This is an optimization exercise on Yosys and OpenROAD, whose aim is small area, a short achievable clock period and few clock cycles, not a production implementation.
At most, simulation tests tie the RTL to the original design; equivalence was not proved.
No activity file was given, so power comes from the tool's default toggle rates.

Design sha_top, start of the top module:
module sha_top
(
  input                 clk,
  input                 rst,
  input  logic [32-1:0] stop_sig,
  input  logic [8-1:0]  datain,
  output logic [32-1:0] st_tra,
  output logic          FINISH_FLAG,
  output logic [255:0]  hash
);
function automatic logic [31:0] k(input logic [5:0] n);
  case (n)
    6'd0: k = 32'h428a2f98;
    6'd1: k = 32'h71374491;
    6'd2: k = 32'hb5c0fbcf;
    6'd3: k = 32'he9b5dba5;
    6'd4: k = 32'h3956c25b;
    6'd5: k = 32'h59f111f1;
    6'd6: k = 32'h923f82a4;
    6'd7: k = 32'hab1c5ed5;
    6'd8: k = 32'hd807aa98;
    6'd9: k = 32'h12835b01;
    6'd10: k = 32'h243185be;
    6'd11: k = 32'h550c7dc3;
    6'd12: k = 32'h72be5d74;
    6'd13: k = 32'h80deb1fe;
    6'd14: k = 32'h9bdc06a7;
    6'd15: k = 32'hc19bf174;
    6'd16: k = 32'he49b69c1;
    6'd17: k = 32'hefbe4786;
    6'd18: k = 32'h0fc19dc6;
    6'd19: k = 32'h240ca1cc;
    6'd20: k = 32'h2de92c6f;
    6'd21: k = 32'h4a7484aa;
    6'd22: k = 32'h5cb0a9dc;
    6'd23: k = 32'h76f988da;
    6'd24: k = 32'h983e5152;
    6'd25: k = 32'ha831c66d;
    6'd26: k = 32'hb00327c8;
    6'd27: k = 32'hbf597fc7;
    6'd28: k = 32'hc6e00bf3;
    6'd29: k = 32'hd5a79147;
    6'd30: k = 32'h06ca6351;
    6'd31: k = 32'h14292967;
  ...
For scale: roughly 330 I/O pins.
Settings: LEC_CHECK=0, CAP_MARGIN=20, CORE_MARGIN=2, CORE_UTILIZATION=45, CTS_CLUSTER_DIAMETER=100, CTS_CLUSTER_SIZE=20, PLACE_DENSITY=0.6, SLEW_MARGIN=20, SYNTH_HIERARCHICAL=1, SYNTH_MINIMUM_KEEP_SIZE=0; clock period 13.0 ns.
standard.sh (not shown) runs the stock make flow with config.mk's settings and CLKGATE_MAP_FILE= SYNTH_SCRIPT=/design/flow/synth_recipe.tcl, a recipe that flattens the netlist after the stock synthesis.
==> flow/flow/run.sh <==
#!/bin/bash
# Standard ORFS layout, with timing repair aimed at a setup slack margin of 9 ns
# (the clock period and constraints are unchanged) and plain buf_2 cells as the
# port buffers.
set -euo pipefail
bash standard.sh SETUP_SLACK_MARGIN=9 "BUFFER_PORTS_ARGS=-buffer_cell sky130_fd_sc_hd__buf_2" finish > standard_flow.log 2>&1
Testbench counts at the start, summed over its fixed seeds: cycles 64,800.
Rerun with:
--- a/flow/design.v
+++ b/flow/design.v
@@ -157,49 +157,51 @@
   end else begin
     src_valid = !final_blk;
     if (!pwdone)                              src_word = padword;
     else if (t0[3:0] == 4'd14 && !nolen)      src_word = cnt[60:29];
     else if (t0[3:0] == 4'd15 && !nolen)      src_word = {cnt[28:0], 3'b000};
     else                                      src_word = 32'd0;
   end
 end
 logic [31:0] sg0, sg1;
 logic [63:0] ws1, ws2;
 assign sg0 = {win[1][6:0], win[1][31:7]} ^ {win[1][17:0], win[1][31:18]} ^ {3'b000, win[1][31:3]};
 assign sg1 = {win[14][16:0], win[14][31:17]} ^ {win[14][18:0], win[14][31:19]} ^ {10'b0, win[14][31:10]};
-assign ws1 = csa(win[0], win[9], sg0);
-assign ws2 = csa(ws1[63:32], ws1[31:0], sg1);
+csa32 u_ws1 (.x(win[0]), .y(win[9]), .z(sg0), .s(ws1[63:32]), .c(ws1[31:0]));
+csa32 u_ws2 (.x(ws1[63:32]), .y(ws1[31:0]), .z(sg1), .s(ws2[63:32]), .c(ws2[31:0]));
 cpa32 u_wcpa (.x(ws2[63:32]), .y(ws2[31:0]), .s(wsched));
 assign s0_adv = t0[5] | t0[4] | (src_valid & ((t0 != 6'd0) | w0ok));
 assign wnew = (t0[5] | t0[4]) ? wsched : src_word;
 logic        sel_sched, sel_src, sel_whold;
 logic [31:0] win15_d;
 assign sel_sched = t0[5] | t0[4];
 assign sel_src   = s0_adv & !sel_sched;
 assign sel_whold = !s0_adv;
 assign win15_d = ({32{sel_sched}} & wsched) | ({32{sel_src}} & src_word) |
                  ({32{sel_whold}} & win[15]);
 logic [31:0] hsel, kv;
 logic [63:0] ps1;
 assign hsel = hsl ? g : h;
 assign kv   = k(kidx);
-assign ps1  = csa(win[15], kv, hsel);
+csa32 u_ps1 (.x(win[15]), .y(kv), .z(hsel), .s(ps1[63:32]), .c(ps1[31:0]));
+logic [31:0] pnew;
+cpa32 u_pcpa (.x(ps1[63:32]), .y(ps1[31:0]), .s(pnew));
 logic [31:0] bs1, bs0, ch, maj, anew, enew;
 logic [63:0] ac1, ac2, ac3, ec1, ec2;
 assign bs1 = {e[5:0], e[31:6]} ^ {e[10:0], e[31:11]} ^ {e[24:0], e[31:25]};
 assign bs0 = {a[1:0], a[31:2]} ^ {a[12:0], a[31:13]} ^ {a[21:0], a[31:22]};
 assign ch  = (e & f) ^ (~e & g);
 assign maj = (a & b) ^ (a & c) ^ (b & c);
-assign ec1 = csa(p, d, ch);
-assign ec2 = csa(ec1[63:32], ec1[31:0], bs1);
+csa32 u_ec1 (.x(p), .y(d), .z(ch), .s(ec1[63:32]), .c(ec1[31:0]));
+csa32 u_ec2 (.x(ec1[63:32]), .y(ec1[31:0]), .z(bs1), .s(ec2[63:32]), .c(ec2[31:0]));
 cpa32 u_ecpa (.x(ec2[63:32]), .y(ec2[31:0]), .s(enew));
 csa32 u_ac1 (.x(p), .y(ch), .z(maj), .s(ac1[63:32]), .c(ac1[31:0]));
 csa32 u_ac2 (.x(ac1[63:32]), .y(bs1), .z(bs0), .s(ac2[63:32]), .c(ac2[31:0]));
 csa32 u_ac3 (.x(ac1[31:0]), .y(ac2[63:32]), .z(ac2[31:0]), .s(ac3[63:32]), .c(ac3[31:0]));
 cpa32 u_acpa (.x(ac3[63:32]), .y(ac3[31:0]), .s(anew));
 logic [31:0] suma, sume, iva, ive;
 always_comb begin
   case (ph)
     2'd0: begin iva = 32'ha54ff53a; ive = 32'h5be0cd19; end
     2'd1: begin iva = 32'h3c6ef372; ive = 32'h1f83d9ab; end
     2'd2: begin iva = 32'hbb67ae85; ive = 32'h9b05688c; end
     default: begin iva = 32'h6a09e667; ive = 32'h510e527f; end
@@ -278,25 +280,25 @@
     w0ok <= !blk_busy_n | (fin_act_n & (ph[0] ^ ph[1]));
   end
 end
 always_ff @(posedge clk) begin
   if (rst) FINISH_FLAG <= 1'b0;
   else if (!rst_q && fin_last && final_blk) FINISH_FLAG <= 1'b1;
 end
 always_ff @(posedge clk) begin
   if (in_byte) wbuf <= {wbuf[15:0], in_data};
   if (s0_adv) win[0:14] <= win[1:15];
   win[15] <= win15_d;
   kidx <= t0;
-  p <= ksadd(ps1[63:32], ps1[31:0]);
+  p <= pnew;
   ha <= {ha[1], ha[2], ha[3], fin_act ? suma : ha[0]};
   he <= {he[1], he[2], he[3], fin_act ? sume : he[0]};
   a <= a_d;
   e <= e_d;
   if (v2 | fin_act) begin
     b <= a; c <= b; d <= c;
     f <= e; g <= f; h <= g;
   end
 end
 assign st_tra = {30'd0, acc, acc};
 assign hash = {ha[3], ha[2], ha[1], ha[0], he[3], he[2], he[1], he[0]};
 endmodule
Result: The changed run passed the timing, design-rule and antenna checks. Fmax came out lower slightly. Via count stays flat. Setup slack is worse by 0.038 ns. Area after synthesis came out higher by a few percent. Total power came out higher by a few percent. Non-clock buffer count came out lower by 14. Routed wire length came out higher by a few percent. Design area came out higher slightly. Die area came out higher by a few percent. Combinational power came out higher by a few percent. Clock-buffer cell count came out higher by 5.
The RTL of the second run of this note was laid out without a check of its function.

what the ideal ports hide:
The results above use ideal ports. As a check the final layouts listed here were re-extracted and re-timed, cells and wires unchanged. Step 1 (the two cells are an assumption about what drives the block):
set clk [get_ports {clk}]
set_driving_cell -lib_cell sky130_fd_sc_hd__clkbuf_16 $clk
set_driving_cell -lib_cell sky130_fd_sc_hd__buf_2 [delete_from_list [all_inputs] $clk]
Step 2 moves the port delays by t, midway between the first and last clock arrival at a register: inputs arrive t later, outputs are due t later. That takes back most of the time a late clock gives input paths. Slacks: no drivers / after step 1 / after step 2; pairs: no drivers / after step 1.
run	shift t [ns]	setup slack, ns	hold slack, ns	latest minus earliest clock arrival (ns)	worst data-port slew with drivers (ns)
the first run	0.777	8.930 / 8.930 / 8.930	0.338 / 0.338 / 0.338	0.052 / 0.052	0.03
the second run	0.793	8.892 / 8.892 / 8.892	0.338 / 0.338 / 0.338	0.053 / 0.053	0.04
After both steps setup and hold are still met in every run listed.
